From an optimization exercise on the open Yosys and OpenROAD flow, aimed at small area; shortcuts taken in it are not production practice.
At most, simulation tests tie the RTL to the original design; equivalence was not proved.
For runs 3 to 7, only the layout was checked, not whether the RTL still works.
Power and IR drop assume default switching activity.

==> design/flow/design.v <==
module FIFO #(
  parameter DEPTH   = 16,
  parameter DATA_W  = 32
)(
  input         wire              clk,
  input         wire              reset,
  input         wire              push_i,
  input         wire[DATA_W-1:0]  push_data_i,
  input         wire              pop_i,
  output        wire[DATA_W-1:0]  pop_data_o,
  output        wire              full_o,
  output        wire              empty_o
);
  logic [DATA_W - 1 : 0] mem [DEPTH - 1 : 0];  
  logic [$clog2(DEPTH) : 0] wp;  
  logic [$clog2(DEPTH) : 0] rp;  
  logic [DATA_W - 1 : 0] data_out;  
  always_ff @(posedge clk or posedge reset)
    begin
      if(reset)
        wp <= 0;
      else if(push_i & ~full_o)
        wp <= wp + 1;
      else
        wp <= wp;
    end
  always_ff @(posedge clk or posedge reset)
    begin
      if(reset)
        rp <= 0;
      else if(pop_i & ~empty_o)
        rp <= rp + 1;
      else
        rp <= rp;
    end
  assign full_o = (wp[$clog2(DEPTH)] != rp[$clog2(DEPTH)] &
                   wp[$clog2(DEPTH) - 1 : 0] == rp[$clog2(DEPTH) - 1 : 0]);
  assign empty_o = (wp == rp);
  always_ff @(posedge clk or posedge reset)
    begin
      if(reset)
        begin
          for(int i =0; i<DEPTH; i++)
            begin
              mem[i] <= 0;
            end
        end
      else if(push_i & ~full_o)
        mem[wp[$clog2(DEPTH) - 1 : 0]] <= push_data_i;
      else
        mem[wp[$clog2(DEPTH) - 1 : 0]] <= mem[wp[$clog2(DEPTH) - 1 : 0]] ;
    end
  always_ff @(posedge clk or posedge reset)
    begin
      if(reset)
        data_out <= 0;
      else if(pop_i & ~empty_o)
        data_out <= mem[rp[$clog2(DEPTH) - 1 : 0]];
      else
        data_out <= 0;
    end
  assign pop_data_o = data_out;
endmodule 
==> design/flow/run.sh <==
#!/bin/bash
# synth_recipe.tcl (not shown) runs the flow's synth.tcl, then flattens the netlist and writes it again
# the make line also repeats each setting of config.mk as NAME=value (left out here)
make -C /OpenROAD-flow-scripts/flow DESIGN_CONFIG=/design/flow/config.mk WORK_HOME=/design/flow/orfs CLKGATE_MAP_FILE= SYNTH_SCRIPT=/design/flow/synth_recipe.tcl finish
==> design/flow/config.mk <==
export PLATFORM = sky130hd
export DESIGN_NAME = FIFO
export DESIGN_NICKNAME = FIFO
export VERILOG_FILES = /design/flow/design.v
export SDC_FILE = /design/flow/constraint.sdc
export NUM_CORES = 4
export LEC_CHECK = 0
export CAP_MARGIN = 20
export CORE_MARGIN = 2
export CORE_UTILIZATION = 40
export SLEW_MARGIN = 20
==> design/flow/constraint.sdc <==
create_clock -name core_clock -period 5.0 [get_ports {clk}]
set_input_delay 1.0000 -clock core_clock [delete_from_list [all_inputs] [get_ports {clk}]]
set_output_delay 1.0000 -clock core_clock [all_outputs]
set_load 0.01 [all_outputs]
==> results of run 1 <==
## stage by stage
stage,TNS [ns],cells,area [um2]
after floorplan,-1961.05,3032,28300
after global placement,0,3812,29800
after detailed placement,0,3812,29900
after CTS,0,3922,31800
after global routing,0,3922,31800
final,0,3922,31800
## worst min-delay path: stages, from the launching register on
cell and delay, ns:
dfrtp_1 0.36, nand2_1 0.05, o21ai_0 0.06
## kinds of logic (layout without fill, tap and decap cells)
family	count (synthesis)	after routing	synth area share, %
DFF	554	554	48.9
and+or+nand+nor	834	834	12.4
buffers and inverters	377	327	5.86
adders and majority gates	8	8	0.353
AOI/OAI and AO/OA	1169	1169	28.3
xor gates and xnor gates	14	14	0.433
muxes	76	76	3.75
## registers in the layout, indices dropped and copies added, names as in the netlist
signal    count
mem         512
data_out     32
rp            5
wp            5
## routing by layer
metal,global-route usage [%],vias up,share of wire [%]
met2,44.4,1634,44
met4,13.9,0,4.9
met5,0,-,0
met1,40.0,12500,40
met3,6.07,340,11
li1,-,11000,-
## how the worst max path moves through the flow
| stage | end | depth (start not counted) | slack, ns |
|---|---|---|---|
| after floorplan | data_out[0] | 1 | -3.54 |
| after global placement | mem[3][23] | 7 | 1.44 |
| after detailed placement | mem[10][23] | 7 | 1.30 |
| after CTS | empty_o | 5 | 1.10 |
| after global routing | full_o | 4 | 0.91 |
| final | full_o | 4 | 1.04 |
## cells in the mapped netlist, types with 30 or more instances
cell type,count,area share (%)
inv_1,47,0.62
a22oi_1,76,2.0
a21oi_1,87,1.5
a221oi_1,103,3.2
mux2_2,41,1.6
dfrtp_1,554,49
a222oi_1,79,2.8
nor3_1,35,0.62
o21ai_0,540,9.5
nand3_1,67,1.2
o211ai_1,38,1.0
nor4_1,30,0.66
nand2_1,562,7.4
a22o_1,70,2.2
nor2_1,80,1.1
clkbuf_1,235,3.1
## final cells by class
cell class | count | area [um2]
inverter | 47 | 180
tap | 940 | 1180
clock buffer | 91 | 1800
clock inverter | 19 | 181
sequential | 554 | 13900
multi-input combinational | 2101 | 13000
timing repair buffer | 170 | 1590
fill | 6589 | 38200
## power by group through the flow
stage / combinational (uW) / clock [uW] / sequential, uW
after global routing: 14200 / 4790 / 9210
final: 13200 / 4540 / 8950
after CTS: 12900 / 4590 / 8870
after global placement: 12600 / 0 / 8840
after floorplan: 8870 / 0 / 8180
after detailed placement: 12900 / 0 / 8930
==> impl_metrics.toml, run 1 <==
[pwr]
combPwrFrac_pct = 49.6
pwr-share-seq_pct = 33.5
netSwitchingFraction_pct = 47.2
p_leak_uw = 0.0135
vdd_drop_max_uv = 412
internal-power_uw = 14100
power_uw = 26700
clockPowerShare_pct = 17.0
power_density_nw_per_um2 = 840
p_sw_uw = 12600

[detailed_routing]
post-route-drc-count = 0
drt-wirelength-per-cell_um = 27.7
finalWirelength_mm = 109
drtIter0Drc = 3887
postRouteAntennaNets = 0
first_pass_iters = 10
vias_per_cell = 6.50
vias = 25500

[min_path]
whs_path_depth = 2
hold_path_class = "register to register"
min_to = "mem[10][11]"
hp-start = "mem[10][11]"

[synth]
synth_area_per_cell_um2 = 9.35
synth_cell_types = 62
ys_seq_elements = 554
seq_area_frac_synth_pct = 48.9
synth_nets = 3076
async_flop_share_pct = 100
yosysWarnings = 2
syn_inst = 3032
synthFlopType = "dfrtp_1"
synth_edf_count = 0
syn_area_um2 = 28300

[clocking]
clk_pin_slew_ns = 0.06
cts_max_level = 2
cts_hold_buf = 0
cts_resized = 0
cts-root-buf = "clkbuf_16"
cts_num_sinks = 554
clk_path_buf_depth = 3
clk_latency_ns = 0.64
cts_tree = "yes"
numCtsBuffers = 61
cts_setup_buffers = 0

[layout]
fin_nets = 2979
area_growth_pct = 12.4
drive_above_1_share_pct = 10.6
final_common_cell = "dfrtp_1"
final_cell_mix = "550 x dfrtp_1, 546 x nand2_1, 540 x o21ai_0"
fin_util_pct = 45.5
num_antenna_cells = 0

[grt]
grt_usage_pct = 29.3
grt_first_pass_wirelength_mm = 163
grt_pass1_vias = 25400
antenna_found_initial = 2
grt_max_degree = 151
grt-ovfl-total = 0

[floorplanning]
die_w_um = 270
ios = 70
die_area_um2 = 73000
die_h_um = 270
initial_core_util_pct = 40.5
row_count = 97
core-area_um2 = 70000

[setup_path]
crit_start = "wp[3]"
crit_slowest_cell = "dfrtp_4"
timing.rr.start = "wp[3]"
critical_path_arrival_ns = 2.96
cpPeakStageDelay_ns = 0.82
r2r_slack_ns = 1.25
crit_buf_inv = 1
critPathLaunchType = "register"
worstReg2RegEnd = "mem[10][23]"
critical_path.top_delay_family = "flip-flops"
end_kind = "output pin"
rr_worst_depth = 7
cp_max_fo = 44
path_class = "register to output pin"
worstPathCellList = "xnor2_1 -> nand4_1 -> nor2_1 -> clkdlybuf4s50_1"
required_ns = 4.00

[placed_design]
portBuffers = 69
gp_congestion = 0.891
post-place-ws_ns = 1.30
dp_hpwl_mm = 61.8

[sta]
finalWorstSetupSlack_ns = 1.04
finalSetupViolCount = 0
fin_skew_ns = 0.0128
finalCriticalPeriod_ns = 3.96
maxSlewViolCount = 0
grt_setup_unrepaired = "false"
hold_viol = 0
tightest_slew_ns = 1.11
relSlewSlack_pct = 26.2
hold_ws_ns = 0.505
timing.final.crit_share_pct = 79.2
timing.fmax_mhz = 252

[run]
cap_violations = 0

[outcome]
status = "no timing/DRC/antenna violations"
==> inputs of run 2 (changes only) <==
==> design/flow/design.v (replaced) <==
module FIFO #(
  parameter DEPTH   = 16,
  parameter DATA_W  = 32
)(
  input         wire              clk,
  input         wire              reset,
  input         wire              push_i,
  input         wire[DATA_W-1:0]  push_data_i,
  input         wire              pop_i,
  output        wire[DATA_W-1:0]  pop_data_o,
  output        wire              full_o,
  output        wire              empty_o
);
  localparam AW = $clog2(DEPTH);
  logic [DATA_W-1:0] mem [DEPTH];   
  logic [AW:0]       cnt;           
  logic              popped;        
  assign full_o  = cnt[AW];
  assign empty_o = (cnt == 0);
  wire push_ok = push_i & ~full_o;
  wire pop_ok  = pop_i & ~empty_o;
  always_ff @(posedge clk or posedge reset)
    if (reset) begin
      cnt    <= '0;
      popped <= 1'b0;
    end else begin
      cnt    <= cnt + {{AW{1'b0}}, push_ok} - {{AW{1'b0}}, pop_ok};
      popped <= pop_ok;
    end
  always_ff @(posedge clk)
    if (push_ok) begin
      mem[0] <= push_data_i;
      for (int i = 1; i < DEPTH; i++)
        mem[i] <= mem[i-1];
    end
  assign pop_data_o = popped ? mem[cnt[AW-1:0]] : '0;
endmodule
==> impl_metrics.toml, run 2 <==
[outcome]
status = "no timing/DRC/antenna violations"

[synth]
synth_area_per_cell_um2 = 18.3
ys_seq_elements = 518
seq_area_frac_synth_pct = 79.6
synth_top_area_share_pct = 78.8
yosys-top-cells-area = "edfxtp_1 79%, a22o_1 4.5%, a222oi_1 2.9%"
synth.most_common_cell = "edfxtp_1"
synth_common_cells = "512 x edfxtp_1, 100 x a22o_1, 57 x a222oi_1, 47 x nand2_1, 38 x clkbuf_1"
yosysTopAreaCell = "edfxtp_1"
syn_area_um2 = 19500
async_flop_share_pct = 1.16
syn_inst = 1065
synth_nets = 1110
synth_edf_count = 512
synthFlopType = "edfxtp_1"
yosysWarnings = 2
synth_cell_types = 48

[grt]
met3_usage_pct = 3.38
antenna_found_initial = 0
grt.busiest_layer = "met2"
grt_first_pass_wirelength_mm = 68.5
grtUsageMet1_pct = 25.5
grt_max_degree = 100
grt_pass1_vias = 10900
grt_usage_pct = 18.1
grt-ovfl-total = 0
grt.met2_usage_pct = 28.8

[floorplanning]
row_count = 80
ios = 70
die_area_um2 = 50500
die_h_um = 225
initial_core_util_pct = 40.7
die_w_um = 225
core-area_um2 = 47900

[setup_path]
timing.rr.start = "cnt[0]"
critical_path_arrival_ns = 3.78
end_kind = "output pin"
cp_max_fo = 44
path_class = "register to output pin"
required_ns = 4.00
crit_start = "cnt[3]"
critPathLaunchType = "register"

[layout]
area_growth_pct = 16.0
drive_above_1_share_pct = 12.5
num_antenna_cells = 0
fin_nets = 1188
fin_util_pct = 47.2
largest_reg_flops = 512
final.fill_count = 4040
final_common_cell = "edfxtp_1"
final_cell_mix = "512 x edfxtp_1, 100 x a22o_1, 69 x clkdlybuf4s50_1"
largestRegisters = "mem: 512 flops, cnt: 5 flops, popped: 1 flops"
top_register = "mem"

[clocking]
numCtsBuffers = 52
clk_pin_slew_ns = 0.06
cts_tree = "yes"
cts-root-buf = "clkbuf_16"
cts_resized = 0
cts_hold_buf = 0
clk_latency_ns = 0.60
cts_num_sinks = 518
cts_setup_buffers = 0
clk_path_buf_depth = 3
cts_max_level = 2

[sta]
finalSetupViolCount = 0
timing.fmax_mhz = 209
timing.final.crit_share_pct = 95.7
hold_viol = 0
finalCriticalPeriod_ns = 4.78
tightest_slew_ns = 0.923
maxSlewViolCount = 0
fin_skew_ns = 0.0291
relSlewSlack_pct = 38.5
grt_setup_unrepaired = "false"

[pwr]
power_density_nw_per_um2 = 648
vdd_drop_max_uv = 345
power_uw = 14700
p_leak_uw = 0.00733

[detailed_routing]
vias = 10700
post-route-drc-count = 0
drtIter0Drc = 1390
first_pass_iters = 8
postRouteAntennaNets = 0
drt-wirelength-per-cell_um = 25.6
vias_per_cell = 5.96
finalWirelength_mm = 46.1

[min_path]
hp-start = "mem[2][19]"
hold_path_class = "register to register"

[placed_design]
gp_congestion = 0.770
portBuffers = 69
dp_hpwl_mm = 25.2

[run]
cap_violations = 0
[run 2: changes by cell type after synthesis, sizes merged, moves of 34 or more]
cell and delta:
a221oi -77, buf -47, edfxtp +512, nand2 -515
o211ai -38, a22oi -59, clkbuf -203, o21ai -515
nand3 -60, a21oi -77, inv -37, nor2 -80
dfrtp -548, nor3 -34
[run 2: logic make-up (layout without fill, tap and decap cells)]
group / after synthesis / in the layout / synth area share (%)
and+or+nand+nor: 104 / 104 / 2.80
DFF: 518 / 518 / 79.6
buffers and inverters: 91 / 211 / 2.32
xor gates and xnor gates: 4 / 4 / 0.180
AOI/OAI and AO/OA: 301 / 301 / 12.4
muxes: 38 / 38 / 2.12
adders and majority gates: 9 / 9 / 0.616
[run 2: worst max-delay path, stage by stage, from the launching register on]
cell             delay, ns
dfrtp_1               0.42
inv_1                 0.10
ha_2                  0.19
buf_4                 0.58
nor3b_4               0.31
buf_4                 0.33
nand2_1               0.08
and3_1                0.18
a31oi_1               0.36
clkdlybuf4s50_1       0.62
[run 2: cell type report]
cell class              count  area, um2  area share, %
inverters                  11       45.0          0.199
multi-input cells         456       3560           15.7
repair buffers            104       1070           4.71
flip-flops and latches    518      15500           68.6
clock inverters            29        251           1.11
well taps                 615        769           3.40
clock buffers              67       1410           6.23
[run 2: worst paths after layout]
check | to | slack (ns) | depth (start not counted)
worst max-delay path | pop_data_o[5] | 0.22 | 9
min in group asynchronous | cnt[3] | 0.76 | 2
worst min-delay path | mem[3][19] | 0.43 | 0
max in group asynchronous | popped | 3.99 | 2
worst min register to register | mem[3][19] | 0.43 | 0
worst max register to register | cnt[4] | 1.62 | 12
[run 2: stage by stage]
step	instance area, um2	worst slack, ns	TNS (ns)	std cells	hold WS (ns)
floorplan	19500	-4.16	-2128.29	1065	0.420
global placement	21000	0.936	0	1704	0.422
detailed placement	21000	0.897	0	1704	0.432
CTS	22600	0.227	0	1800	0.429
global route	22600	0.0849	0	1800	0.443
finish	22600	0.217	0	1800	0.432
[run 2: per-layer routing]
layer / part of all wire (%) / vias up
met5: 0 / -
met4: 2.4 / 0
li1: - / 4626
met1: 42 / 5508
met2: 48 / 505
met3: 7.7 / 92
[run 2: report_power, final]
part	leakage, uW	switching (uW)	total (uW)	internal [uW]
Clock	0.000811	1640	3830	2190
Sequential	0.00487	570	6670	6100
Combinational	0.00165	2530	4160	1630
==> inputs of run 3 (changes only) <==
--- a/design/flow/design.v
+++ b/design/flow/design.v
@@ -35,3 +35,28 @@
     end
-  assign pop_data_o = popped ? mem[cnt[AW-1:0]] : '0;
+  logic [15:0] sel;
+  always_comb
+    for (int i = 0; i < 16; i++)
+      sel[i] = popped & (cnt[AW-1:0] == AW'(i));
+  for (genvar b = 0; b < DATA_W; b++) begin : g_rd
+    wire [5:0] t;
+    wire [1:0] u;
+    FIFO_aoi222 u_t0 (.a(sel[0]),  .b(mem[0][b]),  .c(sel[1]),  .d(mem[1][b]),  .e(sel[2]),  .f(mem[2][b]),  .y(t[0]));
+    FIFO_aoi222 u_t1 (.a(sel[3]),  .b(mem[3][b]),  .c(sel[4]),  .d(mem[4][b]),  .e(sel[5]),  .f(mem[5][b]),  .y(t[1]));
+    FIFO_aoi222 u_t2 (.a(sel[6]),  .b(mem[6][b]),  .c(sel[7]),  .d(mem[7][b]),  .e(sel[8]),  .f(mem[8][b]),  .y(t[2]));
+    FIFO_aoi222 u_t3 (.a(sel[9]),  .b(mem[9][b]),  .c(sel[10]), .d(mem[10][b]), .e(sel[11]), .f(mem[11][b]), .y(t[3]));
+    FIFO_aoi222 u_t4 (.a(sel[12]), .b(mem[12][b]), .c(sel[13]), .d(mem[13][b]), .e(sel[14]), .f(mem[14][b]), .y(t[4]));
+    FIFO_nand2  u_t5 (.a(sel[15]), .b(mem[15][b]), .y(t[5]));
+    FIFO_nand3  u_u0 (.a(t[0]), .b(t[1]), .c(t[2]), .y(u[0]));
+    FIFO_nand3  u_u1 (.a(t[3]), .b(t[4]), .c(t[5]), .y(u[1]));
+    assign pop_data_o[b] = u[0] | u[1];
+  end
 endmodule
+module FIFO_aoi222 (input wire a, b, c, d, e, f, output wire y);
+  assign y = ~((a & b) | (c & d) | (e & f));
+endmodule
+module FIFO_nand2 (input wire a, b, output wire y);
+  assign y = ~(a & b);
+endmodule
+module FIFO_nand3 (input wire a, b, c, output wire y);
+  assign y = ~(a & b & c);
+endmodule
--- a/design/flow/config.mk
+++ b/design/flow/config.mk
@@ -9,3 +9,5 @@
 export CORE_MARGIN = 2
-export CORE_UTILIZATION = 40
+export CORE_UTILIZATION = 60
+export CTS_BUF_LIST = sky130_fd_sc_hd__clkbuf_2 sky130_fd_sc_hd__clkbuf_4 sky130_fd_sc_hd__clkbuf_8
 export SLEW_MARGIN = 20
+export SYNTH_HIERARCHICAL = 1
==> impl_metrics.toml, run 3 <==
[placed_design]
dp_hpwl_mm = 20.7
portBuffers = 69
gp_congestion = 0.773

[clocking]
numCtsBuffers = 79
cts_max_level = 3
clk_latency_ns = 0.59
cts_tree = "yes"
cts-root-buf = "clkbuf_8"
cts_num_sinks = 518
clk_pin_slew_ns = 0.06
cts_resized = 0
cts_setup_buffers = 0
clk_path_buf_depth = 3
cts_hold_buf = 0

[floorplanning]
die_w_um = 178
ios = 70
row_count = 63
initial_core_util_pct = 61.1
die_area_um2 = 31600
die_h_um = 178
core-area_um2 = 29700

[sta]
tightest_slew_ns = 0.780
relSlewSlack_pct = 47.9
grt_setup_unrepaired = "false"
hold_viol = 0
finalSetupViolCount = 0
timing.fmax_mhz = 217
timing.final.crit_share_pct = 92.3
hold_ws_ns = 0.441
finalCriticalPeriod_ns = 4.61
fin_skew_ns = 0.0249
maxSlewViolCount = 0

[grt]
grt_usage_pct = 24.6
grt-ovfl-total = 0
antenna_found_initial = 0
grt_max_degree = 128
grt_first_pass_wirelength_mm = 58.6
grt_pass1_vias = 10100

[setup_path]
timing.rr.start = "cnt[3]"
rr_worst_depth = 12
end_kind = "output pin"
required_ns = 4.00
worstReg2RegEnd = "cnt[4]"
crit_start = "cnt[1]"
path_class = "register to output pin"
r2r_slack_ns = 2.40
critical_path_arrival_ns = 3.61
cp_max_fo = 19
critPathLaunchType = "register"

[synth]
syn_area_um2 = 18100
async_flop_share_pct = 1.16
synth_common_cells = "512 x edfxtp_1, 160 x a222oi_1, 64 x nand3_1, 38 x nand2_1, 32 x or2_2"
yosysWarnings = 9
seq_area_frac_synth_pct = 85.6
ys_seq_elements = 518
synthFlopType = "edfxtp_1"
syn_inst = 862
synth.most_common_cell = "edfxtp_1"
yosysTopAreaCell = "edfxtp_1"
yosys-top-cells-area = "edfxtp_1 85%, a222oi_1 8.8%, nand3_1 1.8%"
synth_edf_count = 512
synth_top_area_share_pct = 84.7
synth_nets = 907
synth_cell_types = 21
synth_area_per_cell_um2 = 21.0

[min_path]
min_to = "mem[12][6]"
whs_path_depth = 0
hold_path_class = "register to register"
hp-start = "mem[11][6]"

[layout]
final_common_cell = "edfxtp_1"
area_growth_pct = 17.2
largest_reg_flops = 512
largestRegisters = "mem: 512 flops, cnt: 5 flops, popped: 1 flops"
fin_nets = 1089
fin_util_pct = 71.5
final.fill_count = 1821
num_antenna_cells = 0
top_register = "mem"
final_cell_mix = "512 x edfxtp_1, 160 x a222oi_1, 82 x clkbuf_8"
drive_above_1_share_pct = 18.6

[pwr]
p_leak_uw = 0.00711
power_density_nw_per_um2 = 580
vdd_drop_max_uv = 299

[detailed_routing]
vias = 9951
drtIter0Drc = 1842
postRouteAntennaNets = 0
vias_per_cell = 6.67
first_pass_iters = 9
post-route-drc-count = 0
finalWirelength_mm = 38.3
drt-wirelength-per-cell_um = 25.7

[run]
cap_violations = 0

[outcome]
status = "no timing/DRC/antenna violations"
[run 3: cell types whose count changed in the layout (fill, tap and decap cells not counted), moves of 34 or more]
cell       delta
a22o_1      -100
nand3_1      +57
clkbuf_16    -54
o21ai_0      -34
clkbuf_8     +81
a222oi_1    +103
[run 3: cell families (layout without fill, tap and decap cells)]
group	count (synthesis)	in the layout	share of synthesized area, %
AND/OR/NAND/NOR	157	157	4.38
XOR/XNOR	4	4	0.193
adder cells (fa/ha/maj)	9	9	0.662
buffers and inverters	11	251	0.276
flip-flops	518	518	85.6
AO/OA/AOI/OAI	163	163	8.92
[run 3: critical path, cell delays in order, from the launching register on]
cell and delay [ns]:
dfrtp_1 0.67, inv_1 0.13, nand2_1 0.32, nor2_4 0.19
buf_4 0.28, a222oi_1 0.38, nand3_1 0.21, or2_2 0.34
clkdlybuf4s50_1 0.49
[run 3: power breakdown]
group	switching [uW]	internal [uW]	leakage, uW
sequential	485	6090	0.00488
combinational	1360	1040	0.00144
clock	1570	1770	0.000792
total	3420	8910	0.00711
[run 3: routing by layer]
layer | global-route usage, % | up-vias | routed length, um
met2 | 37.1 | 558 | 17900
li1 | - | 4242 | -
met5 | 0 | - | 0
met3 | 5.68 | 77 | 4000
met1 | 36.2 | 5074 | 15600
met4 | 8.20 | 0 | 809
[run 3: modules after synthesis, one instance, submodules excluded]
module	cells inside	copies in the design	area, um2
FIFO	606	1	16100
FIFO_aoi222	1	160	10.0
FIFO_nand2	1	32	3.75
FIFO_nand3	1	64	5.00
[run 3: through the flow]
step	TNS, ns	total power (uW)	setup WS (ns)	std cells	area, um2
floorplan	-2128.29	8070	-4.16	862	18200
global placement	0	8910	1.10	1353	19800
detailed placement	0	9060	0.997	1353	19800
CTS	0	12400	0.347	1492	21300
global route	0	12900	0.162	1492	21300
finish	0	12300	0.386	1492	21300
[run 3: worst max path at each step]
stage | end | slack, ns | cells after the start
3_5_place_dp | pop_data_o[11] | 1.0 | 8
2_1_floorplan | mem[0][0] | -4.16 | 2
6_report | pop_data_o[11] | 0.39 | 8
5_1_grt | pop_data_o[5] | 0.16 | 7
4_1_cts | pop_data_o[11] | 0.35 | 8
3_3_place_gp | pop_data_o[18] | 1.10 | 7
[run 3: area by class of cell]
cell class | instances | area, um2 | share of cell area, %
flip-flops and latches | 518 | 15500 | 73.0
multi-input cells | 333 | 2690 | 12.6
well taps | 390 | 488 | 2.30
repair buffers | 103 | 1030 | 4.86
clock inverters | 30 | 160 | 0.753
inverters | 9 | 37.5 | 0.177
clock buffers | 109 | 1330 | 6.26
==> inputs of run 4 (changes only) <==
--- a/design/flow/config.mk
+++ b/design/flow/config.mk
@@ -11,2 +11,4 @@
 export CTS_BUF_LIST = sky130_fd_sc_hd__clkbuf_2 sky130_fd_sc_hd__clkbuf_4 sky130_fd_sc_hd__clkbuf_8
+export CTS_CLUSTER_DIAMETER = 60
+export CTS_CLUSTER_SIZE = 20
 export SLEW_MARGIN = 20
==> impl_metrics.toml, run 4 <==
[outcome]
status = "no timing/DRC/antenna violations"

[synth]
ys_seq_elements = 518
synth_area_per_cell_um2 = 21.0
synthAdderAreaFrac_pct = 0.662
synth_simple_gate_area_share_pct = 4.38
yosysWarnings = 9
seq_area_frac_synth_pct = 85.6
synthFlopType = "edfxtp_1"
synth_top_area_share_pct = 84.7
syn_inst = 862
syn_area_um2 = 18100
yosysTopAreaCell = "edfxtp_1"
synth_common_cells = "512 x edfxtp_1, 160 x a222oi_1, 64 x nand3_1, 38 x nand2_1, 32 x or2_2"
synth_edf_count = 512
synthXorXnorAreaFrac_pct = 0.193
async_flop_share_pct = 1.16
yosys-top-cells-area = "edfxtp_1 85%, a222oi_1 8.8%, nand3_1 1.8%"
synth_cell_types = 21
synth.most_common_cell = "edfxtp_1"
synth_nets = 907
muxShareOfSynthArea_pct = 0
synth_compound_area_share_pct = 8.92
synth_top_family_by_area = "compound AO/OA/AOI/OAI gates"

[layout]
largestRegisters = "mem: 512 flops, cnt: 5 flops, popped: 1 flops"
largest_reg_flops = 512
instances_no_fill = 1409
final_common_cell = "edfxtp_1"
multi_input_area_um2 = 2690
drive_above_1_share_pct = 13.5
final.fill_count = 1843
final_cell_mix = "512 x edfxtp_1, 160 x a222oi_1, 69 x clkdlybuf4s50_1"
fin_util_pct = 69.0
fin_nets = 1046
area_growth_pct = 13.0
top_register = "mem"
num_antenna_cells = 0
regArea_um2 = 15500

[placed_design]
gp_congestion = 0.773
dpl.cell_count = 1353
dp_hpwl_mm = 20.7
portBuffers = 69
post-place-ws_ns = 0.997

[clocking]
cts_max_level = 2
cts_setup_buffers = 0
cts_num_sinks = 518
cts_hold_buf = 0
numCtsBuffers = 36
clk_path_buf_depth = 3
clk_pin_slew_ns = 0.12
cts_resized = 0
cts_tree = "yes"
cts-root-buf = "clkbuf_8"
clk_latency_ns = 0.57

[grt]
grt_first_pass_wirelength_mm = 56.6
grtUsageMet1_pct = 35.7
grt.met2_usage_pct = 36.2
grt-ovfl-total = 0
antenna_found_initial = 0
grt_pass1_vias = 9604
grt_usage_pct = 23.7
grt_max_degree = 128
met3_usage_pct = 4.41
grt.busiest_layer = "met2"

[sta]
grt_setup_unrepaired = "false"
timing.final.crit_share_pct = 92.1
hold_ws_ns = 0.452
finalCriticalPeriod_ns = 4.61
fin_skew_ns = 0.0209
maxSlewViolCount = 0
timing.fmax_mhz = 217
relSlewSlack_pct = 47.4
finalSetupViolCount = 0
tightest_slew_ns = 0.787
finalWorstSetupSlack_ns = 0.394
hold_viol = 0

[setup_path]
r2r_slack_ns = 2.39
path_class = "register to output pin"
critPathLaunchType = "register"
end_kind = "output pin"
cp_max_fo = 19
required_ns = 4.00
critical_path_arrival_ns = 3.61

[detailed_routing]
vias_per_cell = 6.84
post-route-drc-count = 0
vias = 9631
first_pass_iters = 7
postRouteAntennaNets = 0
drtIter0Drc = 1994
drt-wirelength-per-cell_um = 26.5
finalWirelength_mm = 37.4

[pwr]
power_density_nw_per_um2 = 546
vdd_drop_max_uv = 316
internal-power_uw = 8020
p_leak_uw = 0.00667
combPwrFrac_pct = 21.5
clockPowerShare_pct = 19.8
pwr-share-seq_pct = 58.6
p_sw_uw = 3170
netSwitchingFraction_pct = 28.3

[floorplanning]
core-area_um2 = 29700
die_h_um = 178
initial_core_util_pct = 61.1
die_area_um2 = 31600
die_w_um = 178
ios = 70
row_count = 63

[run]
cap_violations = 0

[min_path]
hold_path_class = "register to register"
## run 4: final timing paths
check | start | to | depth (start not counted)
max in group asynchronous | reset | cnt[1] | 2
min reg2reg | mem[3][7] | mem[4][7] | 0
min in group asynchronous | reset | cnt[4] | 2
min | mem[3][7] | mem[4][7] | 0
max reg2reg | cnt[3] | cnt[4] | 12
max | cnt[1] | pop_data_o[11] | 8
## run 4: critical path, cell delays in order (launching register included)
cell             delay (ns)
dfrtp_1                0.68
inv_1                  0.13
nand2_1                0.32
nor2_4                 0.19
buf_4                  0.28
a222oi_1               0.39
nand3_1                0.22
or2_2                  0.34
clkdlybuf4s50_1        0.48
## run 4: metal layers
metal / vias up / wire [um]
li1: 4115 / -
met1: 4905 / 15300
met2: 543 / 17300
met3: 68 / 3830
met4: 0 / 855
met5: - / 0
## run 4: power by group through the flow
stage | clock, uW | sequential, uW | combinational, uW
final | 2220 | 6560 | 2410
after floorplan | 0 | 6760 | 1310
after CTS | 2280 | 6560 | 2420
after global placement | 0 | 6570 | 2340
after global routing | 2420 | 6670 | 2600
after detailed placement | 0 | 6640 | 2420
## run 4: logic make-up (layout without fill, tap and decap cells)
| kind of cell | Yosys count | in the layout |
|---|---|---|
| DFF | 518 | 518 |
| and+or+nand+nor | 157 | 157 |
| buffers and inverters | 11 | 168 |
| AOI/OAI and AO/OA | 163 | 163 |
| adders and majority gates | 9 | 9 |
| xor gates and xnor gates | 4 | 4 |
## run 4: layout make-up
type,count,share of cell area (%)
flip-flops and latches,518,75.7
multi-input cells,333,13.1
repair buffers,103,5.04
clock buffers,39,2.56
well taps,390,2.38
clock inverters,17,0.983
inverters,9,0.183
## run 4: through the flow
step           total power [uW]  cell area (um2)  TNS [ns]
2_1_floorplan              8070            18200  -2128.29
3_3_place_gp               8910            19800         0
3_5_place_dp               9060            19800         0
4_1_cts                   11300            20500         0
5_1_grt                   11700            20500         0
6_report                  11200            20500         0
## run 4: modules after synthesis (local to each module, per instance)
module | cells | cell area [um2] | times used | flip-flops and latches
FIFO | 606 | 16100 | 1 | 518
FIFO_nand3 | 1 | 5.00 | 64 | 0
FIFO_nand2 | 1 | 3.75 | 32 | 0
FIFO_aoi222 | 1 | 10.0 | 160 | 0
==> inputs of run 5 (changes only) <==
--- a/design/flow/config.mk
+++ b/design/flow/config.mk
@@ -10,5 +10,3 @@
 export CORE_UTILIZATION = 60
-export CTS_BUF_LIST = sky130_fd_sc_hd__clkbuf_2 sky130_fd_sc_hd__clkbuf_4 sky130_fd_sc_hd__clkbuf_8
-export CTS_CLUSTER_DIAMETER = 60
-export CTS_CLUSTER_SIZE = 20
+export CTS_BUF_LIST = sky130_fd_sc_hd__clkbuf_4
 export SLEW_MARGIN = 20
==> impl_metrics.toml, run 5 <==
[layout]
final_common_cell = "edfxtp_1"
largest_reg_flops = 512
final.fill_count = 1824
fin_area_um2 = 21400
top_register = "mem"
area_growth_pct = 18.1
drive_above_1_share_pct = 24.4
largestRegisters = "mem: 512 flops, cnt: 5 flops, popped: 1 flops"
final_cell_mix = "512 x edfxtp_1, 186 x clkbuf_4, 160 x a222oi_1"
fin_nets = 1148

[placed_design]
dp_hpwl_mm = 20.7
gp_congestion = 0.773
place_area_um2 = 19800
post-place-ws_ns = 0.997
portBuffers = 69

[pwr]
vdd_drop_max_uv = 346
power_uw = 12500
p_leak_uw = 0.00729
power_density_nw_per_um2 = 582

[setup_path]
cp_max_fo = 19
required_ns = 4.00
cpPeakStageDelay_ns = 0.54
critPathLaunchType = "register"
path_class = "register to output pin"
crit_slowest_cell = "dfrtp_2"
critical_path_arrival_ns = 3.60
worstPathCellList = "inv_1 -> nand2_1 -> nor2_4 -> buf_4 -> a222oi_1 -> nand3_1 -> or2_2 -> clkdlybuf4s50_1"
end_kind = "output pin"

[floorplanning]
die_w_um = 178
die_h_um = 178
ios = 70
core-area_um2 = 29700
die_area_um2 = 31600
row_count = 63
initial_core_util_pct = 61.1

[detailed_routing]
drtIter0Drc = 2002
vias = 10300
drt-wirelength-per-cell_um = 24.6
vias_per_cell = 6.52
post-route-drc-count = 0
first_pass_iters = 6
finalWirelength_mm = 38.9
postRouteAntennaNets = 0

[grt]
grt_usage_pct = 25.2
grt_first_pass_wirelength_mm = 59.7
grt-ovfl-total = 0
grt_max_degree = 128
antenna_found_initial = 1
grt_pass1_vias = 10600

[sta]
finalWorstSetupSlack_ns = 0.397
relSlewSlack_pct = 46.6
fin_skew_ns = 0.0440
maxSlewViolCount = 0
hold_viol = 0
hold_ws_ns = 0.420
timing.fmax_mhz = 217
finalSetupViolCount = 0
tightest_slew_ns = 0.799
timing.final.crit_share_pct = 92.1
finalCriticalPeriod_ns = 4.60
grt_setup_unrepaired = "false"

[clocking]
clk_pin_slew_ns = 0.06
clk_latency_ns = 0.78
cts-root-buf = "clkbuf_4"
clk_path_buf_depth = 3
cts_hold_buf = 0
cts_num_sinks = 518
numCtsBuffers = 134
cts_max_level = 4
cts_tree = "yes"

[synth]
synth_common_cells = "512 x edfxtp_1, 160 x a222oi_1, 64 x nand3_1, 38 x nand2_1, 32 x or2_2"
async_flop_share_pct = 1.16
syn_area_um2 = 18100
synth_nets = 907
synthFlopType = "edfxtp_1"
synth_area_per_cell_um2 = 21.0
yosysTopAreaCell = "edfxtp_1"
ys_seq_elements = 518
yosys-top-cells-area = "edfxtp_1 85%, a222oi_1 8.8%, nand3_1 1.8%"
synth_cell_types = 21
synth_top_area_share_pct = 84.7
syn_inst = 862
synth.most_common_cell = "edfxtp_1"
yosysWarnings = 9
synth_edf_count = 512
seq_area_frac_synth_pct = 85.6

[min_path]
hold_path_class = "register to register"

[run]
cap_violations = 0

[outcome]
status = "no timing/DRC/antenna violations"
-- run 5: area by class of cell --
class	count	area (um2)	area share, %
Antenna cell	1	2.50	0.0117
Clock buffer	186	1400	6.51
Clock inverter	36	220	1.03
Inverter	9	37.5	0.175
Multi-Input combinational cell	333	2690	12.5
Sequential cell	518	15500	72.4
Tap cell	390	488	2.28
Timing Repair Buffer	107	1080	5.02
-- run 5: modules after synthesis (local to each module, per instance) --
module / cells / copies in the design / flip-flops and latches
FIFO: 606 / 1 / 518
FIFO_aoi222: 1 / 160 / 0
FIFO_nand3: 1 / 64 / 0
FIFO_nand2: 1 / 32 / 0
-- run 5: worst paths after layout --
path,from,endpoint,slack (ns),depth (start not counted)
max,cnt[1],pop_data_o[11],0.40,8
min,mem[10][12],mem[11][12],0.42,0
max reg2reg,cnt[3],cnt[4],2.42,12
min reg2reg,mem[10][12],mem[11][12],0.42,0
max in group asynchronous,reset,cnt[1],4.33,2
min in group asynchronous,reset,cnt[0],0.46,2
-- run 5: cells by family after synthesis --
family	after synthesis	share of synthesized area (%)
flops	518	85.6
xor+xnor	4	0.193
simple gates	157	4.38
compound gates	163	8.92
buf+inv	11	0.276
fa+ha+maj	9	0.662
-- run 5: where the power goes --
group	internal (uW)	total, uW	switching, uW	leakage [uW]
combinational	1050	2410	1360	0.00146
sequential	6090	6580	486	0.00487
clock	1820	3480	1660	0.000949
-- run 5: critical path: cells and delay by family, from the launching register on --
| kind | cells | cell delay, ns |
|---|---|---|
| and+or+nand+nor | 4 | 1.04 |
| DFF | 1 | 0.54 |
| AOI/OAI and AO/OA | 1 | 0.38 |
| buffers and inverters | 3 | 0.87 |
-- run 5: metal layers --
metal / share of wire [%] / vias to the layer above / routed length (um) / GRT usage, %
met5: 0 / - / 0 / 0
met4: 1.5 / 0 / 579 / 10.4
met3: 11 / 53 / 4360 / 6.90
met2: 47 / 629 / 18500 / 37.1
met1: 40 / 5181 / 15500 / 36.3
li1: - / 4439 / - / -
-- run 5: per-stage QoR --
step                 TNS, ns  util, %  cells
floorplan           -2128.29        -    862
global placement           0     66.5   1353
detailed placement         0     66.5   1353
CTS                        0     72.0   1575
global route               0     72.1   1580
finish                     0     72.1   1580
-- run 5: timing repair --
item / in CTS / in global routing
buffers inserted: 0 / 4
setup endpoints to repair: 0 / 13
resized for setup: 0 / 1
==> inputs of run 6 (changes only) <==
==> design/flow/flow/run.sh (new file) <==
#!/bin/bash
set -e
export BUFFER_PORTS_ARGS="-buffer_cell sky130_fd_sc_hd__buf_1"
export CTS_ARGS="-sink_clustering_enable -repair_clock_nets -sink_clustering_size 24 -sink_clustering_max_diameter 80 -buf_list {sky130_fd_sc_hd__clkbuf_8 sky130_fd_sc_hd__clkbuf_16} -root_buf sky130_fd_sc_hd__clkbuf_16 -dont_use_dummy_load"
bash standard.sh > standard.log 2>&1
==> design/flow/standard.sh (new file) <==
#!/bin/bash
# synth_recipe.tcl (not shown) runs the flow's synth.tcl, then flattens the netlist and writes it again
# the make line also repeats each setting of config.mk as NAME=value (left out here)
make -C /OpenROAD-flow-scripts/flow DESIGN_CONFIG=/design/flow/config.mk WORK_HOME=/design/flow/orfs CLKGATE_MAP_FILE= SYNTH_SCRIPT=/design/flow/synth_recipe.tcl "${@:-finish}"
--- a/design/flow/config.mk
+++ b/design/flow/config.mk
@@ -9,4 +9,3 @@
 export CORE_MARGIN = 2
-export CORE_UTILIZATION = 60
-export CTS_BUF_LIST = sky130_fd_sc_hd__clkbuf_4
+export CORE_UTILIZATION = 70
 export SLEW_MARGIN = 20
removed: design/flow/run.sh
==> impl_metrics.toml, run 6 <==
[outcome]
status = "no timing/DRC/antenna violations"

[grt]
grt_pass1_vias = 9455
antenna_found_initial = 1
grt_usage_pct = 26.9
grt-ovfl-total = 0
grt_max_degree = 218
grt_first_pass_wirelength_mm = 54.4

[pwr]
p_sw_uw = 3020
combPwrFrac_pct = 18.9
internal-power_uw = 7670
pwr-share-seq_pct = 61.6
power_density_nw_per_um2 = 541
clockPowerShare_pct = 19.4
vdd_drop_max_uv = 379
netSwitchingFraction_pct = 28.3
p_leak_uw = 0.00636

[detailed_routing]
vias_per_cell = 7.30
drt-wirelength-per-cell_um = 27.7
drtIter0Drc = 1799
postRouteAntennaNets = 0
post-route-drc-count = 0
vias = 9522
finalWirelength_mm = 36.1
first_pass_iters = 8

[synth]
synth_top_family_by_area = "compound AO/OA/AOI/OAI gates"
synthXorXnorAreaFrac_pct = 0.193
yosys-top-cells-area = "edfxtp_1 85%, a222oi_1 8.8%, nand3_1 1.8%"
synth_compound_area_share_pct = 8.92
async_flop_share_pct = 1.16
ys_seq_elements = 518
synth.most_common_cell = "edfxtp_1"
synth_nets = 907
synth_area_per_cell_um2 = 21.0
seq_area_frac_synth_pct = 85.6
synth_top_area_share_pct = 84.7
synth_edf_count = 512
synth_common_cells = "512 x edfxtp_1, 160 x a222oi_1, 64 x nand3_1, 38 x nand2_1, 32 x or2_2"
synth_simple_gate_area_share_pct = 4.38
synth_cell_types = 21
yosysTopAreaCell = "edfxtp_1"
yosysWarnings = 9
synthAdderAreaFrac_pct = 0.662
synthFlopType = "edfxtp_1"
syn_area_um2 = 18100
muxShareOfSynthArea_pct = 0
syn_inst = 862

[layout]
final_common_cell = "edfxtp_1"
fin_area_um2 = 19800
final_cell_mix = "512 x edfxtp_1, 160 x a222oi_1, 69 x buf_1"
fin_nets = 1022
drive_above_1_share_pct = 10.1
area_growth_pct = 8.87
instances_no_fill = 1305
fin_util_pct = 78.0
top_register = "mem"
num_antenna_cells = 0
largest_reg_flops = 512
largestRegisters = "mem: 512 flops, cnt: 5 flops, popped: 1 flops"

[setup_path]
critical_path.top_delay_family = "simple AND/OR/NAND/NOR gates"
critical_path_arrival_ns = 3.47
cp_max_fo = 21
crit_buf_inv = 3
critPathLaunchType = "register"
crit_slowest_cell = "nor3_2"
end_kind = "output pin"
required_ns = 4.00
path_class = "register to output pin"
cpPeakStageDelay_ns = 0.84
worstPathCellList = "inv_1 -> ha_1 -> nand2_1 -> nor3_2 -> buf_4 -> a222oi_1 -> nand3_1 -> or2_2 -> buf_1"

[floorplanning]
die_area_um2 = 27200
die_h_um = 165
initial_core_util_pct = 71.6
die_w_um = 165
core-area_um2 = 25300
ios = 70
row_count = 58

[sta]
timing.fmax_mhz = 224
timing.final.crit_share_pct = 89.5
finalSetupViolCount = 0
fin_skew_ns = 0.0287
tightest_slew_ns = 1.23
grt_setup_unrepaired = "false"
hold_viol = 0
finalCriticalPeriod_ns = 4.47
relSlewSlack_pct = 17.9
maxSlewViolCount = 0

[placed_design]
place_area_um2 = 19100
portBuffers = 69
dp_hpwl_mm = 20.3
dpl.cell_count = 1279
gp_congestion = 0.857

[run]
cap_violations = 0

[min_path]
hold_path_class = "input port to asynchronous set/reset pin"

[clocking]
clk_latency_ns = 0.55
cts_num_sinks = 518
cts_hold_buf = 0
numCtsBuffers = 25
cts-root-buf = "clkbuf_16"
cts_resized = 0
clk_pin_slew_ns = 0.09
cts_tree = "yes"
cts_max_level = 1
clk_path_buf_depth = 3
cts_setup_buffers = 0
## run 6: cell counts after synthesis
Identical to the previous run, type by type.
## run 6: power by group through the flow
stage               Sequential, uW  Combinational, uW  Clock [uW]
CTS                           6590               2020        2120
detailed placement            6660               2010           0
finish                        6590               2030        2070
global route                  6690               2200        2250
floorplan                     6760               1310           0
global placement              6580               1930           0
## run 6: per-layer routing
| metal | GRT usage, % | up-vias | share of wire (%) |
|---|---|---|---|
| li1 | - | 4057 | - |
| met1 | 39.2 | 4822 | 39 |
| met2 | 43.4 | 579 | 50 |
| met3 | 4.04 | 62 | 9.8 |
| met4 | 7.75 | 2 | 2.1 |
| met5 | 0 | - | 0.036 |
## run 6: area by class of cell
type / instances / area [um2]
multi-input combinational: 333 / 2690
sequential: 518 / 15500
clock buffer: 25 / 626
inverter: 9 / 37.5
timing repair buffer: 90 / 467
fill: 1336 / 5570
tap: 330 / 413
## run 6: per-module statistics from Yosys, one instance, submodules excluded
module / flops+latches / cell area [um2] / cells
FIFO_nand2: 0 / 3.75 / 1
FIFO_aoi222: 0 / 10.0 / 1
FIFO: 518 / 16100 / 606
FIFO_nand3: 0 / 5.00 / 1
## run 6: logic make-up after synthesis
logic type | after synthesis
xor+xnor | 4
fa+ha+maj | 9
compound gates | 163
flops | 518
simple gates | 157
buf+inv | 11
## run 6: worst paths after layout
| path | startpoint | to | slack, ns | cells past startpoint |
|---|---|---|---|---|
| min in group core_clock | mem[5][13] | mem[6][13] | 0.43 | 0 |
| hold reg to reg | mem[5][13] | mem[6][13] | 0.43 | 0 |
| setup reg to reg | cnt[4] | mem[5][13] | 2.36 | 4 |
| setup / recovery | cnt[2] | pop_data_o[0] | 0.53 | 9 |
| max in group asynchronous | reset | popped | 4.48 | 2 |
| hold / removal | reset | cnt[0] | 0.33 | 2 |
## run 6: per-stage QoR
step | total power (uW) | setup slack [ns] | hold WS, ns | setup TNS (ns)
global placement | 8510 | 1.27 | 0.430 | 0
finish | 10700 | 0.526 | 0.327 | 0
global route | 11100 | 0.385 | 0.337 | 0
CTS | 10700 | 0.573 | 0.309 | 0
detailed placement | 8680 | 1.19 | 0.432 | 0
floorplan | 8070 | -4.16 | 0.425 | -2128.29
## run 6: worst reg2reg max path: cells and delay by family, from the launching register on
kind / cells / cell delay (ns)
buf+inv: 3 / 1.25
flops: 1 / 0.47
simple gates: 1 / 0.19
==> inputs of run 7 (changes only) <==
==> design/flow/flow/run.sh (replaced) <==
#!/bin/bash
set -e
export BUFFER_PORTS_ARGS="-buffer_cell sky130_fd_sc_hd__buf_1"
export CTS_ARGS="-sink_clustering_enable -repair_clock_nets -sink_clustering_size 20 -sink_clustering_max_diameter 60 -buf_list {sky130_fd_sc_hd__clkbuf_4 sky130_fd_sc_hd__clkbuf_8} -root_buf sky130_fd_sc_hd__clkbuf_16 -dont_use_dummy_load"
bash standard.sh > standard.log 2>&1
==> impl_metrics.toml, run 7 <==
[outcome]
status = "no timing/DRC/antenna violations"

[grt]
grt_max_degree = 218
grt_pass1_vias = 9515
grt_usage_pct = 27.1
antenna_found_initial = 0
grt-ovfl-total = 0
grt_first_pass_wirelength_mm = 54.6

[synth]
synth_top_area_share_pct = 84.7
synth_cell_types = 21
synth_common_cells = "512 x edfxtp_1, 160 x a222oi_1, 64 x nand3_1, 38 x nand2_1, 32 x or2_2"
syn_inst = 862
synthFlopType = "edfxtp_1"
async_flop_share_pct = 1.16
synth_edf_count = 512
synth.most_common_cell = "edfxtp_1"
yosysWarnings = 9
yosys-top-cells-area = "edfxtp_1 85%, a222oi_1 8.8%, nand3_1 1.8%"
syn_area_um2 = 18100
seq_area_frac_synth_pct = 85.6
ys_seq_elements = 518
synth_area_per_cell_um2 = 21.0
yosysTopAreaCell = "edfxtp_1"
synth_nets = 907

[sta]
finalCriticalPeriod_ns = 4.45
maxSlewViolCount = 0
tightest_slew_ns = 1.19
grt_setup_unrepaired = "false"
setup-tns-final_ns = 0
relSlewSlack_pct = 20.7
hold_viol = 0
timing.fmax_mhz = 225
timing.final.crit_share_pct = 89.0
finalSetupViolCount = 0
fin_skew_ns = 0.0478

[floorplanning]
ios = 70
die_h_um = 165
core-area_um2 = 25300
die_area_um2 = 27200
row_count = 58
initial_core_util_pct = 71.6
die_w_um = 165

[pwr]
power_density_nw_per_um2 = 534
power_uw = 10500
vdd_drop_max_uv = 419
p_leak_uw = 0.00633

[setup_path]
path_class = "register to output pin"
rr_worst_depth = 4
cpPeakStageDelay_ns = 0.86
worstPathCellList = "inv_1 -> ha_1 -> nand2_1 -> nor3_2 -> buf_4 -> a222oi_1 -> nand3_1 -> or2_2 -> buf_1"
critPathLaunchType = "register"
crit_start = "cnt[2]"
worstReg2RegEnd = "mem[5][7]"
timing.rr.start = "cnt[4]"
crit_slowest_cell = "nor3_2"
end_kind = "output pin"
r2r_slack_ns = 2.37
required_ns = 4.00
cp_max_fo = 21
critical_path_arrival_ns = 3.45

[placed_design]
portBuffers = 69
gp_congestion = 0.857
dp_hpwl_mm = 20.3
dpl.cell_count = 1279
place_area_um2 = 19100

[clocking]
clk_latency_ns = 0.51
cts-root-buf = "clkbuf_16"
cts_num_sinks = 518
cts_tree = "yes"
cts_hold_buf = 0
clk_path_buf_depth = 3
clk_pin_slew_ns = 0.11
cts_resized = 0
cts_max_level = 2
cts_setup_buffers = 0
numCtsBuffers = 34

[detailed_routing]
drtIter0Drc = 2180
vias = 9597
post-route-drc-count = 0
first_pass_iters = 10
postRouteAntennaNets = 0
vias_per_cell = 7.30
drt-wirelength-per-cell_um = 27.7
finalWirelength_mm = 36.4

[run]
cap_violations = 0

[layout]
largestRegisters = "mem: 512 flops, cnt: 5 flops, popped: 1 flops"
area_growth_pct = 8.32
fin_area_um2 = 19700
top_register = "mem"
num_antenna_cells = 0
largest_reg_flops = 512
final_common_cell = "edfxtp_1"
final_cell_mix = "512 x edfxtp_1, 160 x a222oi_1, 69 x buf_1"
instances_no_fill = 1314
drive_above_1_share_pct = 10.9
fin_nets = 1031
final.fill_count = 1348

[min_path]
hold_path_class = "input port to asynchronous set/reset pin"
==> run 7: cells by family (layout without fill, tap and decap cells) <==
logic type	Yosys count	after routing	share of synthesized area [%]
flip-flops	518	518	85.6
AND/OR/NAND/NOR	157	157	4.38
adder cells (fa/ha/maj)	9	9	0.662
buffers and inverters	11	133	0.276
XOR/XNOR	4	4	0.193
AO/OA/AOI/OAI	163	163	8.92
==> run 7: worst max-delay path by stage <==
stage / end / slack [ns] / depth (start not counted)
finish: pop_data_o[0] / 0.55 / 9
global route: pop_data_o[0] / 0.43 / 9
CTS: pop_data_o[28] / 0.63 / 9
detailed placement: pop_data_o[28] / 1.19 / 9
global placement: pop_data_o[0] / 1.27 / 9
floorplan: mem[0][0] / -4.16 / 2
==> run 7: Yosys stat by module (local to each module, per instance) <==
module       cells  cell area, um2  times used  flops+latches
FIFO           606           16100           1            518
FIFO_aoi222      1            10.0         160              0
FIFO_nand3       1            5.00          64              0
FIFO_nand2       1            3.75          32              0
==> run 7: through the flow <==
stage          hold WS [ns]  utilization, %  setup slack [ns]
2_1_floorplan         0.425               -             -4.16
3_3_place_gp          0.430            75.4              1.27
3_5_place_dp          0.432            75.4              1.19
4_1_cts               0.364            77.5             0.626
5_1_grt               0.390            77.6             0.429
6_report              0.385            77.6             0.548
==> run 7: metal layers <==
layer	vias up	global-route usage, %	share of wire (%)
met5	-	0	0
met4	0	7.15	2.1
met3	61	4.22	9.9
met2	605	43.2	49
met1	4852	40.3	39
li1	4079	-	-
==> run 7: final cells by class <==
type	instances	area, um2	share of cell area (%)
repair buffers	90	467	2.37
well taps	330	413	2.10
multi-input cells	333	2690	13.7
inverters	9	37.5	0.191
flip-flops and latches	518	15500	79.0
clock buffers	34	524	2.67
==> run 7: worst max-delay path, delay by kind of cell, from the launching register on <==
family / cells / cell delay (ns)
simple gates: 4 / 1.39
fa+ha+maj: 1 / 0.18
compound gates: 1 / 0.19
flops: 1 / 0.43
buf+inv: 3 / 0.78
==> run 7: where the power goes <==
group / switching (uW) / leakage [uW] / total, uW / internal (uW)
Sequential: 497 / 0.00488 / 6590 / 6090
Combinational: 1340 / 0.00118 / 2020 / 683
Clock: 1170 / 0.000270 / 1880 / 709
Total: 3010 / 0.00633 / 10500 / 7480
==> inputs of run 8 (changes only) <==
--- a/design/flow/design.v
+++ b/design/flow/design.v
@@ -13,16 +13,27 @@
 );
-  localparam AW = $clog2(DEPTH);
-  logic [DATA_W-1:0] mem [DEPTH];   
-  logic [AW:0]       cnt;           
-  logic              popped;        
-  assign full_o  = cnt[AW];
-  assign empty_o = (cnt == 0);
+  logic [DATA_W-1:0] mem [16];   
+  logic [4:0]        cnt;        
+  logic              popped;     
+  assign full_o  = cnt[4];
+  assign empty_o = (cnt == 5'd0);
   wire push_ok = push_i & ~full_o;
   wire pop_ok  = pop_i & ~empty_o;
+  wire up      = push_ok & ~pop_ok;
+  wire down    = pop_ok & ~push_ok;
+  logic [4:0] tog, ones, zeros;   
+  always_comb begin
+    ones[0]  = 1'b1;
+    zeros[0] = 1'b1;
+    for (int i = 1; i < 5; i++) begin
+      ones[i]  = ones[i-1] & cnt[i-1];
+      zeros[i] = zeros[i-1] & ~cnt[i-1];
+    end
+    tog = ({5{up}} & ones) | ({5{down}} & zeros);
+  end
   always_ff @(posedge clk or posedge reset)
     if (reset) begin
-      cnt    <= '0;
+      cnt    <= 5'd0;
       popped <= 1'b0;
     end else begin
-      cnt    <= cnt + {{AW{1'b0}}, push_ok} - {{AW{1'b0}}, pop_ok};
+      cnt    <= cnt ^ tog;
       popped <= pop_ok;
@@ -32,3 +43,3 @@
       mem[0] <= push_data_i;
-      for (int i = 1; i < DEPTH; i++)
+      for (int i = 1; i < 16; i++)
         mem[i] <= mem[i-1];
@@ -38,6 +49,6 @@
     for (int i = 0; i < 16; i++)
-      sel[i] = popped & (cnt[AW-1:0] == AW'(i));
+      sel[i] = popped & (cnt[3:0] == 4'(i));
   for (genvar b = 0; b < DATA_W; b++) begin : g_rd
     wire [5:0] t;
-    wire [1:0] u;
+    wire       x;
     FIFO_aoi222 u_t0 (.a(sel[0]),  .b(mem[0][b]),  .c(sel[1]),  .d(mem[1][b]),  .e(sel[2]),  .f(mem[2][b]),  .y(t[0]));
@@ -48,5 +59,4 @@
     FIFO_nand2  u_t5 (.a(sel[15]), .b(mem[15][b]), .y(t[5]));
-    FIFO_nand3  u_u0 (.a(t[0]), .b(t[1]), .c(t[2]), .y(u[0]));
-    FIFO_nand3  u_u1 (.a(t[3]), .b(t[4]), .c(t[5]), .y(u[1]));
-    assign pop_data_o[b] = u[0] | u[1];
+    FIFO_nand3  u_x  (.a(t[0]), .b(t[1]), .c(t[2]), .y(x));
+    FIFO_nand4b u_o  (.a_n(x), .b(t[3]), .c(t[4]), .d(t[5]), .y(pop_data_o[b]));
   end
@@ -62 +72,4 @@
 endmodule
+module FIFO_nand4b (input wire a_n, b, c, d, output wire y);
+  assign y = ~(~a_n & b & c & d);
+endmodule
==> design/flow/flow/run.sh (replaced) <==
#!/bin/bash
set -e
export BUFFER_PORTS_ARGS="-buffer_cell sky130_fd_sc_hd__buf_1"
export CTS_ARGS="-sink_clustering_enable -repair_clock_nets -sink_clustering_size 16 -sink_clustering_max_diameter 50 -buf_list {sky130_fd_sc_hd__clkbuf_8} -root_buf sky130_fd_sc_hd__clkbuf_16 -dont_use_dummy_load"
bash standard.sh > standard.log 2>&1
--- a/design/flow/config.mk
+++ b/design/flow/config.mk
@@ -9,3 +9,3 @@
 export CORE_MARGIN = 2
-export CORE_UTILIZATION = 70
+export CORE_UTILIZATION = 80
 export SLEW_MARGIN = 20
==> impl_metrics.toml, run 8 <==
[run]
cap_violations = 0

[sta]
fin_skew_ns = 0.0241
grt_setup_unrepaired = "false"
relSlewSlack_pct = 22.5
timing.fmax_mhz = 242
finalWorstSetupSlack_ns = 0.876
tightest_slew_ns = 1.16
hold_viol = 0
maxSlewViolCount = 0
finalCriticalPeriod_ns = 4.12
finalSetupViolCount = 0
timing.final.crit_share_pct = 82.5
hold_ws_ns = 0.381

[floorplanning]
core-area_um2 = 22000
initial_core_util_pct = 82.0
die_w_um = 154
ios = 70
die_area_um2 = 23700
row_count = 54
die_h_um = 154

[synth]
syn_area_um2 = 18000
syn_inst = 823
synthFlopType = "edfxtp_1"
async_flop_share_pct = 1.16
synth_common_cells = "512 x edfxtp_1, 160 x a222oi_1, 34 x nand2_1, 34 x nand3_1, 32 x nand4b_1"
yosysTopAreaCell = "edfxtp_1"
yosys-top-cells-area = "edfxtp_1 85%, a222oi_1 8.9%, nand4b_1 1.6%"
synth_cell_types = 25
synth.most_common_cell = "edfxtp_1"
seq_area_frac_synth_pct = 86.2
ys_seq_elements = 518
synth_edf_count = 512
yosysWarnings = 9
synth_area_per_cell_um2 = 21.9
synth_nets = 862
synth_top_area_share_pct = 85.4

[layout]
num_antenna_cells = 0
instances_no_fill = 1228
drive_above_1_share_pct = 8.54
largest_reg_flops = 512
final_cell_mix = "512 x edfxtp_1, 160 x a222oi_1, 69 x buf_1"
largestRegisters = "mem: 512 flops, cnt: 5 flops, popped: 1 flops"
fin_nets = 989
final_common_cell = "edfxtp_1"
top_register = "mem"
area_growth_pct = 8.75

[setup_path]
cpPeakStageDelay_ns = 0.98
worstPathCellList = "nand2_1 -> nor2_4 -> a222oi_1 -> nand3_1 -> nand4b_1 -> buf_1"
crit_slowest_cell = "nor2_4"
crit_buf_inv = 1
timing.rr.start = "cnt[4]"
required_ns = 4.00
critPathLaunchType = "register"
crit_start = "cnt[0]"
path_class = "register to output pin"
r2r_slack_ns = 2.96
critical_path.top_delay_family = "simple AND/OR/NAND/NOR gates"
end_kind = "output pin"
critical_path_arrival_ns = 3.12
cp_max_fo = 32

[detailed_routing]
drt-wirelength-per-cell_um = 30.6
drtIter0Drc = 2284
finalWirelength_mm = 37.6
first_pass_iters = 7
post-route-drc-count = 0
vias_per_cell = 7.95
vias = 9761
postRouteAntennaNets = 0

[grt]
grt.met2_usage_pct = 47.1
grtUsageMet1_pct = 45.3
grt-ovfl-total = 0
grt.busiest_layer = "met2"
grt_max_degree = 193
grt_pass1_vias = 9726
grt_usage_pct = 31.6
met3_usage_pct = 7.89
grt_first_pass_wirelength_mm = 55.4
antenna_found_initial = 0

[pwr]
clockPowerShare_pct = 19.0
power_density_nw_per_um2 = 541
p_sw_uw = 3060
p_leak_uw = 0.00612
netSwitchingFraction_pct = 28.9
combPwrFrac_pct = 17.9
pwr-share-seq_pct = 63.0
vdd_drop_max_uv = 420
internal-power_uw = 7540
power_uw = 10600

[placed_design]
portBuffers = 69
post-place-ws_ns = 1.47
dpl.cell_count = 1182
dp_hpwl_mm = 20.0
gp_congestion = 0.805

[clocking]
clk_path_buf_depth = 3
clk_latency_ns = 0.51
numCtsBuffers = 40
cts_max_level = 2
cts-root-buf = "clkbuf_16"
cts_hold_buf = 0
cts_tree = "yes"
clk_pin_slew_ns = 0.08
cts_resized = 0
cts_setup_buffers = 0
cts_num_sinks = 518

[min_path]
hold_path_class = "input port to asynchronous set/reset pin"

[outcome]
status = "no timing/DRC/antenna violations"
==> run 8: cell type report <==
class,count,area [um2]
sequential,518,15500
multi-input combinational,299,2540
fill,782,2380
clock buffer,40,607
timing repair buffer,88,542
tap,280,350
inverter,3,11.3
==> run 8: logic make-up after synthesis <==
kind of cell | count (synthesis) | share of synthesized area [%]
adders and majority gates | 3 | 0.209
muxes | 1 | 0.0556
and+or+nand+nor | 127 | 4.09
buffers and inverters | 6 | 0.181
DFF | 518 | 86.2
AOI/OAI and AO/OA | 163 | 9.00
xor gates and xnor gates | 5 | 0.243
==> run 8: path summary, 6_finish.rpt <==
path | cells past startpoint | end
worst max-delay path | 6 | pop_data_o[18]
worst min-delay path | 2 | cnt[2]
worst max register to register | 2 | mem[4][4]
worst min register to register | 0 | mem[14][18]
max in group asynchronous | 2 | cnt[3]
min in group core_clock | 0 | mem[14][18]
==> run 8: power by group through the flow <==
stage	clock (uW)	sequential [uW]	combinational [uW]
5_1_grt	2170	6760	2030
3_5_place_dp	0	6730	1840
3_3_place_gp	0	6620	1740
2_1_floorplan	0	6720	1180
4_1_cts	2040	6660	1830
6_report	2020	6680	1900
==> run 8: Yosys stat by module (local to each module, per instance) <==
module | cell area (um2) | times used | flip-flops and latches
FIFO_aoi222 | 10.0 | 160 | 0
FIFO_nand2 | 3.75 | 32 | 0
FIFO_nand3 | 5.00 | 32 | 0
FIFO_nand4b | 8.76 | 32 | 0
FIFO | 15800 | 1 | 518
==> run 8: metrics by stage <==
stage / setup TNS (ns) / cell area, um2 / util (%)
after floorplan: -2131.78 / 18000 / -
after global placement: 0 / 18800 / 85.8
after detailed placement: 0 / 18800 / 85.8
after CTS: 0 / 19400 / 88.6
after global routing: 0 / 19600 / 89.2
final: 0 / 19600 / 89.2
==> run 8: metal layers <==
metal | part of all wire (%) | vias to the layer above
met3 | 14 | 91
met2 | 48 | 877
met1 | 35 | 4798
met5 | 0 | -
li1 | - | 3995
met4 | 2.8 | 0
==> inputs of run 9 (changes only) <==
==> design/flow/flow/run.sh (replaced) <==
#!/bin/bash
set -e
export BUFFER_PORTS_ARGS="-buffer_cell sky130_fd_sc_hd__buf_1"
export CTS_ARGS="-sink_clustering_enable -repair_clock_nets -sink_clustering_size 24 -sink_clustering_max_diameter 80 -buf_list {sky130_fd_sc_hd__clkbuf_16} -root_buf sky130_fd_sc_hd__clkbuf_16 -dont_use_dummy_load"
bash standard.sh > standard.log 2>&1
==> impl_metrics.toml, run 9 <==
[placed_design]
post-place-ws_ns = 1.47
gp_congestion = 0.805
dp_hpwl_mm = 20.0
portBuffers = 69
dpl.cell_count = 1182

[sta]
finalWorstSetupSlack_ns = 0.708
timing.final.crit_share_pct = 85.8
tightest_slew_ns = 1.21
relSlewSlack_pct = 19.3
grt_setup_unrepaired = "false"
finalSetupViolCount = 0
timing.fmax_mhz = 233
hold_viol = 0
fin_skew_ns = 0.0347
finalCriticalPeriod_ns = 4.29
maxSlewViolCount = 0

[clocking]
numCtsBuffers = 25
cts-root-buf = "clkbuf_16"
clk_pin_slew_ns = 0.09
cts_num_sinks = 518
cts_setup_buffers = 0
cts_resized = 0
cts_max_level = 1
cts_hold_buf = 0
clk_path_buf_depth = 3
cts_tree = "yes"
clk_latency_ns = 0.57

[pwr]
power_density_nw_per_um2 = 547
p_sw_uw = 3090
p_leak_uw = 0.00610
vdd_drop_max_uv = 422
power_uw = 10700
netSwitchingFraction_pct = 28.9
combPwrFrac_pct = 17.8
pwr-share-seq_pct = 62.6
internal-power_uw = 7610
clockPowerShare_pct = 19.5

[floorplanning]
die_area_um2 = 23700
die_w_um = 154
row_count = 54
die_h_um = 154
initial_core_util_pct = 82.0
core-area_um2 = 22000
ios = 70

[setup_path]
cpPeakStageDelay_ns = 1.02
r2r_slack_ns = 2.97
cp_max_fo = 32
critPathLaunchType = "register"
required_ns = 4.00
crit_slowest_cell = "nor2_4"
end_kind = "output pin"
path_class = "register to output pin"
worstPathCellList = "nand2_1 -> nor2_4 -> a222oi_1 -> nand3_1 -> nand4b_1 -> buf_1"
critical_path_arrival_ns = 3.29

[detailed_routing]
first_pass_iters = 9
finalWirelength_mm = 39.0
postRouteAntennaNets = 0
vias = 9794
vias_per_cell = 8.08
post-route-drc-count = 0
drt-wirelength-per-cell_um = 32.2
drtIter0Drc = 2231

[layout]
num_antenna_cells = 0
instances_no_fill = 1212
final_cell_mix = "512 x edfxtp_1, 160 x a222oi_1, 69 x buf_1"
top_register = "mem"
final_common_cell = "edfxtp_1"
fin_util_pct = 89.2
drive_above_1_share_pct = 6.97
largestRegisters = "mem: 512 flops, cnt: 5 flops, popped: 1 flops"
area_growth_pct = 8.74
largest_reg_flops = 512
fin_nets = 973

[run]
cap_violations = 0

[synth]
synth_area_per_cell_um2 = 21.9
synth_edf_count = 512
synth_nets = 862
yosysTopAreaCell = "edfxtp_1"
ys_seq_elements = 518
synth_common_cells = "512 x edfxtp_1, 160 x a222oi_1, 34 x nand2_1, 34 x nand3_1, 32 x nand4b_1"
syn_area_um2 = 18000
synthFlopType = "edfxtp_1"
synth_top_area_share_pct = 85.4
synth_cell_types = 25
synth.most_common_cell = "edfxtp_1"
seq_area_frac_synth_pct = 86.2
async_flop_share_pct = 1.16
syn_inst = 823
yosys-top-cells-area = "edfxtp_1 85%, a222oi_1 8.9%, nand4b_1 1.6%"
yosysWarnings = 9

[grt]
grt-ovfl-total = 0
grt_max_degree = 193
grt_pass1_vias = 9701
grt_first_pass_wirelength_mm = 56.4
grt_usage_pct = 32.1
antenna_found_initial = 0

[outcome]
status = "no timing/DRC/antenna violations"

[min_path]
hold_path_class = "input port to asynchronous set/reset pin"
run 9: final timing paths:
path	from	to	cells after the start
hold / removal	reset	cnt[3]	2
max in group asynchronous	reset	cnt[2]	2
setup reg to reg	cnt[0]	cnt[2]	7
hold reg to reg	mem[11][4]	mem[12][4]	0
min in group core_clock	mem[11][4]	mem[12][4]	0
setup / recovery	cnt[0]	pop_data_o[18]	6
run 9: per-layer routing:
| layer | part of all wire [%] | vias to the layer above | global-route usage (%) |
|---|---|---|---|
| met5 | 0 | - | 0 |
| met4 | 3.4 | 0 | 15.1 |
| met3 | 14 | 125 | 7.24 |
| met2 | 48 | 930 | 49.0 |
| met1 | 34 | 4769 | 46.0 |
| li1 | - | 3970 | - |
run 9: power groups by stage:
stage | registers, uW | clock network (uW) | logic, uW
floorplan | 6720 | 0 | 1180
global placement | 6620 | 0 | 1740
detailed placement | 6730 | 0 | 1840
CTS | 6670 | 2090 | 1850
global route | 6780 | 2220 | 2030
finish | 6700 | 2090 | 1910
run 9: cell families (layout without fill, tap and decap cells):
kind of cell,count (synthesis),count (layout),share of synthesized area (%)
mux,1,1,0.0556
fa+ha+maj,3,3,0.209
simple gates,127,127,4.09
compound gates,163,163,9.00
xor+xnor,5,5,0.243
flops,518,518,86.2
buf+inv,6,115,0.181
run 9: area by class of cell:
cell class	instances	area [um2]
Fill cell	757	2380
Timing Repair Buffer	87	522
Clock buffer	25	626
Tap cell	280	350
Inverter	3	11.3
Sequential cell	518	15500
Multi-Input combinational cell	299	2540
run 9: through the flow:
stage / TNS, ns / hold WS, ns / cell area (um2)
floorplan: -2131.78 / 0.425 / 18000
global placement: 0 / 0.428 / 18800
detailed placement: 0 / 0.432 / 18800
CTS: 0 / 0.339 / 19500
global route: 0 / 0.347 / 19600
finish: 0 / 0.339 / 19600
run 9: per-module statistics from Yosys (local to each module, per instance):
module,cells inside,times used
FIFO,567,1
FIFO_aoi222,1,160
FIFO_nand4b,1,32
FIFO_nand3,1,32
FIFO_nand2,1,32
run 9: critical path, delay by kind of cell (launching register included):
| kind | cells | cell delay (ns) |
|---|---|---|
| AO/OA/AOI/OAI | 1 | 0.28 |
| flip-flops | 1 | 0.57 |
| AND/OR/NAND/NOR | 4 | 1.74 |
| buffers and inverters | 1 | 0.17 |

## separate check: timing with driven ports
No port has a modelled driver above. Below, the same layouts with a new extraction and two added sets of constraints. Step 1 sets driving cells, clkbuf_16 on the clock port and buf_2 on the other inputs (assumed; they add their load-dependent delay and slew). Step 2 also shifts input and output timing later by t, the mid clock arrival at the registers, as if the neighbouring blocks saw the same clock. a / b / c = ideal ports / drivers / drivers and shift; a / b = the first two.
run | shift t [ns] | setup WS [ns]
run 1 | 0.698 | 1.038 / 0.976 / 1.249
run 2 | 0.639 | 0.217 / 0.164 / 0.803
run 3 | 0.627 | 0.386 / 0.340 / 0.968
run 4 | 0.605 | 0.394 / 0.350 / 0.955
run 5 | 0.807 | 0.397 / 0.348 / 1.155
run 6 | 0.586 | 0.526 / 0.479 / 1.065
run 7 | 0.531 | 0.548 / 0.500 / 1.031
run 8 | 0.544 | 0.876 / 0.829 / 1.374
run 9 | 0.596 | 0.708 / 0.659 / 1.255
After both steps setup and hold are still met in every run listed.
